This is an optimization exercise on Yosys and OpenROAD, whose aim is small area, not a production implementation.
Function was checked by simulation only, so behaviour that the tests miss may differ from the original.
Power is estimated from default activity; no workload was simulated.

==> flow/design.v <==
module alu (
	input [1:0] op,
	input  signed [35:0] A,
	input  signed [35:0] B,
	output reg [35:0] Y,
	output reg error,
	input clk,
	input reset
);
parameter add = 0;
parameter sub = 1;
parameter mult = 2;
parameter div = 3;
always@ (posedge(clk)) begin
	if(reset==1'b1) begin
		Y <= 0;
		error <= 0;
	end
	else begin
        case(op)
            add: begin
                Y <= A+B;
				error <= 0;
            end
            sub: begin
                Y <= A-B;
				error <= 0;
            end
            mult: begin
                Y <= A*B;
				error <= 0;
            end
            div: begin
				if(B == 0)begin
					Y <= 0;
					error <= 1;
				end
				else begin
					Y <= A/B;
					error <= 0;
				end
            end
				default: begin
					Y <= 0;
					error <= 1;
				end
        endcase
	end
end
endmodule
module bcd (
	input [35:0] binary,
	output reg [3:0] ones,
	output reg [3:0] tens,
	output reg [3:0] hundreds,
	output reg [3:0] thousands,
	output reg [3:0] tenthousands,
	output reg [3:0] hundredthousands,
	output reg [3:0] millions,
	output reg [3:0] tenmillions,
	output reg [3:0] hundredmillions,
	output reg [3:0] billions
);
integer i;
always @(binary) begin
	ones = 0;
	tens = 0;
	hundreds = 0;
	thousands = 0;
	tenthousands = 0;
	hundredthousands = 0;
	millions = 0;
	tenmillions = 0;
	hundredmillions = 0;
	billions = 0;
	for(i = 35; i>=0; i = i-1) begin
		if(billions >= 5)
			billions = billions+3;
		if(hundredmillions >= 5)
			 hundredmillions = hundredmillions+3;
		if(tenmillions >= 5)
			tenmillions = tenmillions+3;
		if(millions >= 5)
			millions = millions+3;
		if(hundredthousands >= 5)
			hundredthousands = hundredthousands+3;
		if(tenthousands >= 5)
			tenthousands = tenthousands+3;
		if(thousands >= 5)
			thousands = thousands+3;
		if(hundreds >= 5)
			hundreds = hundreds+3;
		if(tens >= 5)
			tens = tens+3;
		if(ones >= 5)
			ones = ones+3;
		billions = billions << 1;
		billions[0] = hundredmillions[3];
		hundredmillions = hundredmillions << 1;
		hundredmillions[0] = tenmillions[3];
		tenmillions = tenmillions << 1;
		tenmillions[0] = millions[3];
		millions = millions << 1;
		millions[0] = hundredthousands[3];
		hundredthousands = hundredthousands << 1;
		hundredthousands[0] = tenthousands[3];
		tenthousands = tenthousands << 1;
		tenthousands[0] = thousands[3];
		thousands = thousands << 1;
		thousands[0] = hundreds[3];
		hundreds = hundreds << 1;
		hundreds[0] = tens[3];
		tens = tens << 1;
		tens[0] = ones[3];
		ones = ones << 1;
		ones[0] = binary[i];
	end
end
endmodule
module stack #(parameter WIDTH = 36, parameter DEPTH = 10) (
	input signed [WIDTH-1:0] d,
	output reg signed [WIDTH-1:0] q1,
	output reg signed [WIDTH-1:0] q2,
	input push,
	input pop,
	output logic [9:0] ptr,
	input reset,
	input clk
);
parameter SCAN = 2'b00;
parameter PUSH = 2'b01;
parameter POP = 2'b10;
logic [1:0] state;
reg [WIDTH - 1:0] mem [0: DEPTH - 1];
integer i;
always @(posedge clk) begin
	if (reset)begin
		ptr <= 0;
		q1 <= 0;
		q2 <= 0;
		for(i = 0; i < DEPTH; i = i+1)
		begin
			mem[i] <= 0;
		end
	end
	else
		if(push == 1'b1)begin
			mem[ptr+1] <= d;
			ptr <= ptr + 1;
		end
		else if(pop && (ptr > 0))begin
			if(ptr == 1)begin  
				q1 <= mem[ptr];
				q2 <= 0;
				ptr <= 0;
			end
			else begin
				q1 <= mem[ptr];
				q2 <= mem[ptr-1];
				ptr <= ptr - 2;
			end
		end
		else if(pop && (ptr < 1)) begin
			q1 <= 0;
			q2 <= 0;
		end
end
endmodule
module display(
	input clk,
	input signed [35:0] binary,
	input disp_en,
	input div0,
	output reg [6:0] sseg_a,
	output reg [9:0] sseg_c,
	output reg neg,
	input reset
);
wire [3:0] d0;
wire [3:0] d1;
wire [3:0] d2;
wire [3:0] d3;
wire [3:0] d4;
wire [3:0] d5;
wire [3:0] d6;
wire [3:0] d7;
wire [3:0] d8;
wire [3:0] d9;
parameter E = 10;
parameter r = 11;
parameter o = 12;
parameter off = 13;
reg [35:0] unsigned_bin;
always @(binary, reset) begin
	if(reset) begin
		unsigned_bin = 0;
		neg = 0;
	end
	else if(binary[35] == 1'b1) begin 
		unsigned_bin = ~binary;
		unsigned_bin = unsigned_bin + 1;
		neg = 1;
	end
	else begin 
		unsigned_bin = binary;
		neg = 0;
	end
end
bcd convert(
	.binary(unsigned_bin),
	.ones(d0),
	.tens(d1),
	.hundreds(d2),
	.thousands(d3),
	.tenthousands(d4),
	.hundredthousands(d5),
	.millions(d6),
	.tenmillions(d7),
	.hundredmillions(d8),
	.billions(d9)
);
reg [3:0] count;
reg clk_div;
parameter divider = 1;
always @ (posedge clk) begin
	if(reset) begin
		count <= 0;
		clk_div <= 0;
	end
	else begin
		if(count < divider)
			count <= count + 1;
		else begin
			count <= 0;
			clk_div <= ~clk_div;
		end
	end
end
reg [3:0] output_dig;
reg [3:0] sel_count;
wire div_tick = !(count < divider) && !clk_div;
always @(posedge clk or posedge reset)begin
	if(reset) begin
		sseg_c <= 10'b1111111110;
		sel_count <= 0;
	end
	else if(div_tick) begin
		sseg_c = {sseg_c[8:0], sseg_c[9]};
		if(sel_count == 9)
			sel_count <= 0;
		else
			sel_count++;
	end
end
always @(*) begin
	if(div0 == 0)begin
		case(sel_count)
			0:
				output_dig = d0;
			1:
				output_dig = d1;
			2:
				output_dig = d2;
			3:
				output_dig = d3;
			4:
				output_dig = d4;
			5:
				output_dig = d5;
			6:
				output_dig = d6;
			7:
				output_dig = d7;
			8:
				output_dig = d8;
			9:
				output_dig = d9;
			default:
				output_dig = 0;
		endcase
	end
	else begin
		case(sel_count)
			0:
				output_dig = r;
			1:
				output_dig = o;
			2:
				output_dig = r;
			3:
				output_dig = r;
			4:
				output_dig = E;
			5:
				output_dig = off;
			6:
				output_dig = off;
			7:
				output_dig = off;
			8:
				output_dig = off;
			9:
				output_dig = off;
			default:
				output_dig = 0;
		endcase
	end
end
always @(output_dig, disp_en) begin
    if(disp_en == 1)begin
        case(output_dig)
            0:
                sseg_a = 7'b1000000;
            1:
                sseg_a = 7'b1111001;
            2:
                sseg_a = 7'b0100100;
            3:
                sseg_a = 7'b0110000;
            4:
                sseg_a = 7'b0011001;
            5:
                sseg_a = 7'b0010010;
            6:
                sseg_a = 7'b0000010;
            7:
                sseg_a = 7'b1111000;
            8:
                sseg_a = 7'b0000000;
            9:
                sseg_a = 7'b0011000;
            E:
                sseg_a = 7'b0000110;
            r:
                sseg_a = 7'b0101111;
            o:
                sseg_a = 7'b0100011;
						off:
								sseg_a = 7'b1111111;
            default:
								sseg_a = 7'b1000000;
        endcase
    end
    else
        sseg_a = 7'b0000000;
end
endmodule
module input_control(
	output logic [3:0] key_col,
	input logic [3:0] key_row,
	output logic ev,
	output logic [3:0] row_o,
	output logic [3:0] col_o,
	input clk,
	input reset
);
logic count_en;
reg [3:0] count;
logic [2:0] state, next;
parameter SCAN = 0, EVENT = 1, WAIT_FOR_RELEASE = 2;
always @ (posedge(clk)) begin 
	if(reset == 1'b1)begin  
		count <= 4'b0111;
		row_o <= 4'b1111;
	end
	else if(count_en == 1'b0) begin
		count <= count;
		row_o <= key_row;
	end
	else begin  
		count <= {count[2:0], count[3]};  
	end
end
assign key_col = count;
always @(posedge clk or posedge reset) begin
	if(reset) begin
		state <= SCAN;
	end
	else
		state <= next;
end
assign count_en = (&key_row);
always @ (posedge clk or posedge reset) begin
	if(reset == 1'b1)begin
		ev <= 0;
		col_o <= 4'b1111;
	end
	else begin
		case (state)
			SCAN: begin
				ev <= 1'b0;
			end
			EVENT: begin
				ev <= 1'b1;
				col_o <= key_col; 
			end
			WAIT_FOR_RELEASE: begin
				ev <= 1'b0;
			end
		endcase
	end
end
always_comb begin
	case(state)
		SCAN: begin
			if(!(&key_row))
				next = EVENT;
			else
				next = SCAN;
		end
		EVENT: begin
			if(reset)
				next = SCAN;
			else
				next = WAIT_FOR_RELEASE;
		end
		WAIT_FOR_RELEASE: begin
			if(&key_row)
				next = SCAN;
			else
				next = WAIT_FOR_RELEASE;
		end
		default:
			next = SCAN;
	endcase
end
endmodule
module main_control (
	input [3:0] col,
	input [3:0] row,
	input ev,
	output reg disp_en,
	output reg valid,
	output reg [35:0] disp,
	output div0,
	input clk,
	input reset
);
parameter plus = 10, minus = 11, mult = 12, div = 13, enter = 14, clr = 15, no_button = 16;
typedef enum{
	SCAN =  0,
	CLEAR = 1,
	PUSH_DIG = 2,
	PUSH_MEM1 = 3,
	PUSH_MEM2 = 4,
	LOAD = 5,
	STORE = 6,
	POP_MEM = 7,
	PUSH_MEM3 = 8,
	WAIT_POP_MEM = 9,
	LOAD2 = 10,
	STORE2 = 11
} state_type;
logic [11:0] state, next;
reg [1:0] operator;
logic signed [35:0] A;
logic signed [35:0] B;
logic signed [35:0] Y;
reg push_digit;
reg pop_digit;
wire [9:0] dig_ptr;
reg push_mem;
reg pop_mem;
wire [9:0] mem_ptr;
wire [3:0] out_dig1;
wire [3:0] out_dig2;
wire [35:0] out_mem1;
wire [35:0] out_mem2;
reg [35:0] in_mem;
reg stack_reset;
reg [1:0] push_count;
wire [8:0] colrow_i;
wire [3:0] state_check;
reg [31:0] digit_i;
assign colrow_i = {col, row};
always @(colrow_i) begin
	case (colrow_i)
		8'b01110111:
			digit_i = 7;
		8'b10110111:
			digit_i = 8;
		8'b11010111:
			digit_i = 9;
		8'b11100111:
			digit_i = plus;
		8'b01111011:
			digit_i = 4;
		8'b10111011:
			digit_i = 5;
		8'b11011011:
			digit_i = 6;
		8'b11101011:
			digit_i = minus;
		8'b01111101:
			digit_i = 1;
		8'b10111101:
			digit_i = 2;
		8'b11011101:
			digit_i = 3;
		8'b11101101:
			digit_i = mult;
		8'b01111110:
			digit_i = clr;
		8'b10111110:
			digit_i = 0;
		8'b11011110:
			digit_i = enter;
		8'b11101110:
			digit_i = div;
		8'b11111111:
			digit_i = no_button;
		default:
			digit_i = 0;
	endcase
end
always @(posedge clk or posedge reset) begin
	if(reset) begin
		state <= 13'b1;  
	end
	else
		state <= next;
end
always_comb begin
	next = '0;  
	case(1'b1)
		state[SCAN] : begin
			if(ev == 1'b1) begin
				if(digit_i < plus)begin  
					next[PUSH_DIG] = 1'b1;
				end
				else if(digit_i == clr) begin
					next[CLEAR] = 1'b1;
				end
				else if(digit_i == enter) begin
					next[PUSH_MEM1] = 1'b1;
				end
				else  
					next[POP_MEM] = 1'b1;
			end
			else
				next[SCAN] = 1'b1;  
		end
		state[CLEAR]: begin
			next[SCAN] = 1'b1;
		end
		state[PUSH_DIG]: begin
			next[SCAN] = 1'b1;
		end
		state[PUSH_MEM1]: begin
			next[PUSH_MEM2] = 1'b1;
		end
		state[PUSH_MEM2]: begin
			next[PUSH_MEM3] = 1'b1;
		end
		state[PUSH_MEM3]: begin
			next[SCAN] = 1'b1;
		end
		state[POP_MEM]: begin
			next[WAIT_POP_MEM] = 1'b1;
		end
		state[WAIT_POP_MEM]: begin
			next[LOAD] = 1'b1;
		end
		state[LOAD]: begin
			next[LOAD2] = 1'b1;
		end
		state[LOAD2]: begin
			next[STORE] = 1'b1;
		end
		state[STORE]: begin
			next[STORE2] = 1'b1;
		end
		state[STORE2]:begin
			next[SCAN] = 1'b1;
		end
		default:
			next[SCAN] = 1'b1;
	endcase
end
always @ (posedge(clk) or posedge reset)
begin
	if(reset == 1'b1)begin
		disp_en <= 0;
		operator <= 0;
		A <= 0;
		B <= 0;
		pop_digit <= 0;
		push_count <= 0;
		pop_mem <= 0;
		stack_reset <= 1;
		push_digit <= 0;
		in_mem <= 0;
		push_mem <= 0;
		disp <= 0;
		valid <= 0;
	end
	else begin
		disp_en <= 1;
		case(1'b1)
			state[SCAN]: begin
				push_mem <= 0;
				push_digit <= 0;
				pop_digit <= 0;
				pop_mem <= 0;
				stack_reset <= 0;
				valid <= 0;
			end
			state[CLEAR]: begin
				stack_reset <= 1;
				disp <= 0;
				valid <= 0;
			end
			state[PUSH_DIG]: begin
				push_digit <= 1;
			end
			state[PUSH_MEM1]: begin
				pop_digit <= 1;
			end
			state[PUSH_MEM2]: begin
				pop_digit <= 1;
			end
			state[PUSH_MEM3]: begin
				pop_digit <= 0;
				in_mem <= out_dig1 + (out_dig2 * 10);
				push_mem <= 1;
			end
			state[POP_MEM]: begin
				pop_mem <= 1;
				operator <= digit_i -10;
			end
			state[WAIT_POP_MEM]: begin
				pop_mem <= 0;
			end
			state[LOAD]: begin
				B <= out_mem1;
				A <= out_mem2;
			end
			state[LOAD2]: begin
			end
			state[STORE]: begin
				in_mem <= Y;
				disp <= Y;
				valid <= 1;
			end
			state[STORE2]: begin
				push_mem <= 1;
			end
			default: begin
				push_mem <= 0;
				pop_mem <= 0;
				push_digit <= 0;
				pop_digit <= 0;
				stack_reset <= 0;
			end
		endcase
	end
end
alu calc(
	.op(operator),
	.A(A),
	.B(B),
	.Y(Y),
	.error(div0),
	.clk(clk),
	.reset(reset)
);
stack #(.WIDTH(4), .DEPTH(10))digit(
	.d(digit_i[3:0]),
	.q1(out_dig1),
	.q2(out_dig2),
	.push(push_digit),
	.pop(pop_digit),
	.ptr(dig_ptr),
	.clk(clk),
	.reset(stack_reset)
);
stack #(.WIDTH(36), .DEPTH(10))memory(
	.d(in_mem),
	.q1(out_mem1),
	.q2(out_mem2),
	.push(push_mem),
	.pop(pop_mem),
	.ptr(mem_ptr),
	.clk(clk),
	.reset(stack_reset)
);
endmodule
module calc (
	output [3:0] col,
	input [3:0] row,
	output [6:0] sseg_A,
	output [9:0] sseg_C,
	output [35:0] value,
  output valid,
	output neg,
	input clk,
	input reset
);
wire ev;
wire [3:0] row_o;
wire [3:0] col_o;
wire [35:0] disp;
wire div0;
input_control input_controller(
	.key_col(col),
	.key_row(row),
	.ev(ev),
	.row_o(row_o),
	.col_o(col_o),
	.clk(clk),
	.reset(reset));
wire disp_en;
main_control main_controller(
	.col(col_o),
	.row(row_o),
	.ev(ev),
	.disp_en(disp_en),
	.disp(disp),
  .valid(valid),
	.div0(div0),
	.clk(clk),
	.reset(reset)
);
display display_controller(
	.binary(disp),
	.disp_en(disp_en),
	.sseg_a(sseg_A),
	.sseg_c(sseg_C),
	.div0(div0),
	.neg(neg),
	.clk(clk),
	.reset(reset)
);
assign value = disp;
endmodule
==> flow/run.sh <==
#!/bin/bash
# synth_recipe.tcl (not shown) runs the flow's synth.tcl, then flattens the netlist and writes it again
# the make line also repeats each setting of config.mk as NAME=value (left out here)
make -C /OpenROAD-flow-scripts/flow DESIGN_CONFIG=/design/flow/config.mk WORK_HOME=/design/flow/orfs CLKGATE_MAP_FILE= SYNTH_SCRIPT=/design/flow/synth_recipe.tcl finish
==> flow/config.mk <==
export PLATFORM = sky130hd
export DESIGN_NAME = calc
export DESIGN_NICKNAME = calc
export VERILOG_FILES = /design/flow/design.v
export SDC_FILE = /design/flow/constraint.sdc
export NUM_CORES = 4
export LEC_CHECK = 0
export CAP_MARGIN = 20
export CORE_MARGIN = 2
export CORE_UTILIZATION = 45
export SLEW_MARGIN = 20
==> flow/constraint.sdc <==
create_clock -name core_clock -period 170.0 [get_ports {clk}]
set_input_delay 34.0000 -clock core_clock [delete_from_list [all_inputs] [get_ports {clk}]]
set_output_delay 34.0000 -clock core_clock [all_outputs]
set_load 0.01 [all_outputs]
==> summary.md <==
| Metric | Value |
|---|---|
| Run status | timing/DRC/antenna clean |
| Mapped Avg Cell Area | 8.97 um2 |
| Min Tclk post-route | 158.40 ns |
| Pleak | 55.2 nW |
| Total track usage | roughly 27% |
| Final wirelength | 393 mm |
| Seq pwr share | 0% |
| Post-DRT Antenna Nets | 0 |
| Register Area | 27100 um2 |
| Mapped Area | 127000 um2 |
| Die Y | approximately 540 um |
| CP max-delay cell | or3_1 |
| Worst IR Drop VDD | 0.00644 V |
| Port buffer count | 64 |
| Asr flop ratio synth | 18.9% |
| Vias in the first global route | between 100k and 150k |
| RD Place Congestion | 0.944 |
| Sw power | approximately 340 mW |
| Crit-path max FO | 68 |
| RR Startpoint | main_controller.B[2] |
| HP Start | main_controller.memory.q2[11] |
| CTS tree | done |
| Syn_nets | 16100 |
| DR iter-0 viols | 9270 |
| Detailed placer's ending HPWL | ~280 mm |
| Cells on worst reg2reg path | roughly 780 |
| Top power group | combinational cells |
| # H-tree levels | 3 |
| Number of fill cells in the layout | ~27000 |
| Reg-to-reg critical path endpoint | main_controller.calc.Y[31] |
| R2R setup slack | 11.60 ns |
| Initial antenna violation count | 4 |
| # rows | ~200 |
| Yosys warns | 7 |
| Largest net degree at the start of global routing | 95 |
| Hold-fix buffers at CTS | 0 |
| Critical setup path kind | flip-flop to flip-flop |
| Req. time, crit path | around 170 ns |
| Fin. Hold Viols | 0 |
| Crit path capture | main_controller.calc.Y[31] |
| M3 GR Usage | 3.60% |
| Root Buffer | clkbuf_16 |
| Sequential Power | 0.290 mW |
| Fraction of layout cells with a size suffix above 1 | 12.1% |
| Clock power frac | 0% |
| Routing usage on met1 | 36.5% |
| Post-synthesis sequential area ratio | 21.2% |
| Final Max Slew Viols | 0 |
| Hold EP | main_controller.A[11] |
| Final Power | about 630 mW |
| Worst-Skew Late Latency | 0.76 ns |
| Worst Tran Pin Value | ~1.2 ns |
| Cell family with most CP delay | compound AO/OA/AOI/OAI gates |
| Setup violations, final | 0 |
| Met2 usage | 43.2% |
| NumNets Final | roughly 16000 |
| I/O pins | 65 |
| Cell count after synthesis | 14200 |
| CTS clk-pin slew, worst paths | 0.06 ns |
| Via-to-Cell Ratio | around 6.0 |
| Setup TNS | 0 ns |
| Min-delay worst type | flip-flop to flip-flop |
| Crit. End Element | flip-flop |
| Vias | 108000 |
| Worst setup SP type | flip-flop |
| Internal power | about 280 mW |
| Most common cell on crit path | o21a_1 |
| Synth Flop Type | edfxtp_1 |
| Comb pwr | 625 mW |
| CTS Sinks | 984 |
| Area of the multi-input gates | 94300 um2 |
| PD cells | 4590 nW/um2 |
| Distinct cell type count after synthesis | 181 |
| Worst EP arrival | 158.98 ns |
| Clk. pwr | 0.237 mW |
| First-pass GRT wire length | between 600 and 700 mm |
| Layout Skew | around 0.046 ns |
| Crit path from | main_controller.B[2] |
| Die area | 287000 um2 |
| Headroom to the max-slew limit | 19.9% |
| Final period utilization | 93.2% |
| Combinational share of power | 99.9% |
| Worst Hold Path Cells | 2 |
| Synthesized flop and latch total | between 900 and 1000 |
| Critical path depth | 904 |
| Buf+Inv Stages, Crit Path | 37 |
| GR Overflow Total | 0 |
| Max Clk Rate | 0.00631 GHz |
| WL per Instance | about 22 um |
| Max Cap Viol | 0 |
| Core footprint | 282000 um2 |
| Global route hottest layer | met2 |
| EDFF count, synth | 640 |
| Initial core utilization | 45.2% |
| Layout area overhead | 7.03% |
| Setup repair after global routing missed its margin | false |
| CP peak stage delay | 0.62 ns |
| Clock buffer depth | 3 |
| DR pass1 iterations | 7 |
| Net Sw Frac | 54.7% |
| DR DRC count | 0 |
| Total CTS buffers | 102 |
| Die width | about 540 um |
## cell usage in the layout (no fill, tap or decap), types with 84 or more instances in the layout
cell	count
nand3_1	208
a21o_1	148
clkbuf_16	104
xor2_1	186
edfxtp_1	640
inv_1	1116
and2_1	337
o31ai_1	392
and3_1	88
dfrtp_1	165
nor3_1	700
fa_1	536
xnor2_1	257
nor2b_1	100
o21ai_0	263
nand2_1	1722
a31oi_1	84
nand4_1	87
ha_1	1305
mux2i_1	197
buf_4	198
mux4_2	358
mux2_2	337
a211oi_1	93
nand2b_1	199
o21a_1	602
o211ai_1	97
dfxtp_1	152
a21oi_1	404
nor2_1	1071
or2_2	100
## cells by family (layout without fill, tap and decap cells)
logic type	Yosys count	after routing	share of synthesized area, %
XOR/XNOR	495	495	3.57
buffers and inverters	1774	1647	5.33
adder cells (fa/ha/maj)	1842	1842	21.3
other	2	6	0.00590
flip-flops	984	984	21.2
multiplexers	952	952	11.5
AND/OR/NAND/NOR	5159	5159	19.6
AO/OA/AOI/OAI	2997	2998	17.5
## cells in the mapped netlist, drive strengths merged, types with 211 or more instances
master / count / area share (%)
xnor2: 281 / 2.1
mux4: 358 / 6.3
nand2: 1737 / 5.1
ha: 1306 / 13
a21oi: 424 / 1.7
fa: 536 / 8.4
inv: 1176 / 3.5
nor3: 710 / 2.8
nor2: 1090 / 3.2
mux2i: 235 / 2.0
xor2: 213 / 1.5
nand3: 211 / 0.83
o31ai: 404 / 2.4
o21a: 606 / 3.6
edfxtp: 640 / 15
o21ai: 339 / 1.4
mux2: 359 / 3.2
clkbuf: 473 / 1.4
and2: 345 / 1.7
## cell type report
class / instances / share of cell area [%]
timing repair buffer: 268 / 1.62
antenna: 4 / 0.00734
tap: 3743 / 3.44
multi-input combinational: 11400 / 69.2
inverter: 1185 / 3.28
clock buffer: 142 / 2.12
sequential: 984 / 19.9
clock inverter: 51 / 0.470
timing repair inverter: 1 / 0.00367
## per-layer routing
metal	wire, um	vias up
li1	-	51100
met3	28500	616
met1	170000	52400
met4	17100	0
met2	177000	3605
met5	0	-
## registers in the layout, indices dropped and copies added, names as in the netlist, 10 cells and up, named ones only
name / flops
main_controller.A: 36
main_controller.memory.q2: 36
display_controller.sseg_c: 10
main_controller.in_mem: 36
main_controller.calc.Y: 36
main_controller.digit.ptr: 10
main_controller.digit.mem: 64
main_controller.memory.q1: 36
main_controller.memory.ptr: 10
main_controller.memory.mem: 576
main_controller.disp: 36
main_controller.B: 36
main_controller.state: 12
## repair_timing
item / 4_1_cts / 5_1_grt
setup endpoints to repair: 0 / 36
resized for setup: 0 / 18
setup buffers: 0 / 5
## stage by stage
step	hold WS [ns]	setup WS [ns]	util, %	instances	cell area [um2]
2_1_floorplan	0.412	9.94	-	14200	127000
3_3_place_gp	0.443	11.62	47.1	17600	133000
3_5_place_dp	0.446	10.08	47.1	17600	133000
4_1_cts	0.467	9.44	48.3	17800	136000
5_1_grt	0.476	0.0778	48.4	17800	136000
6_report	0.460	11.60	48.4	17800	136000

[afterwards: timing with drivers on the ports]
The flow's constraints put no driver on any port. The routed layout listed below was extracted and timed again, unchanged, in two steps. Step 1, drivers: a clkbuf_16 drives clk and a buf_2 each remaining input, both assumed. Step 2 adds t to the input delays and takes it off the output delays; t is the mean of the earliest and latest rising clock arrival at the registers after step 1. Input paths then give back, and output paths get back, about the clock's delay inside the block. Three values: no drivers, after step 1, after step 2; two values: the first two.
shift t [ns]: 0.824
slack for setup (ns): 11.605 / 11.605 / 11.605
latest minus earliest clock arrival (ns): 0.058 / 0.057
slew at the worst register clock pin (ns): 0.08 / 0.08
pins driven straight from the clock port: 1
After both steps this run still meets setup and hold. For this run, drivers alone change the setup slack by 0.000 ns; drivers and shift together by 0.000 ns.
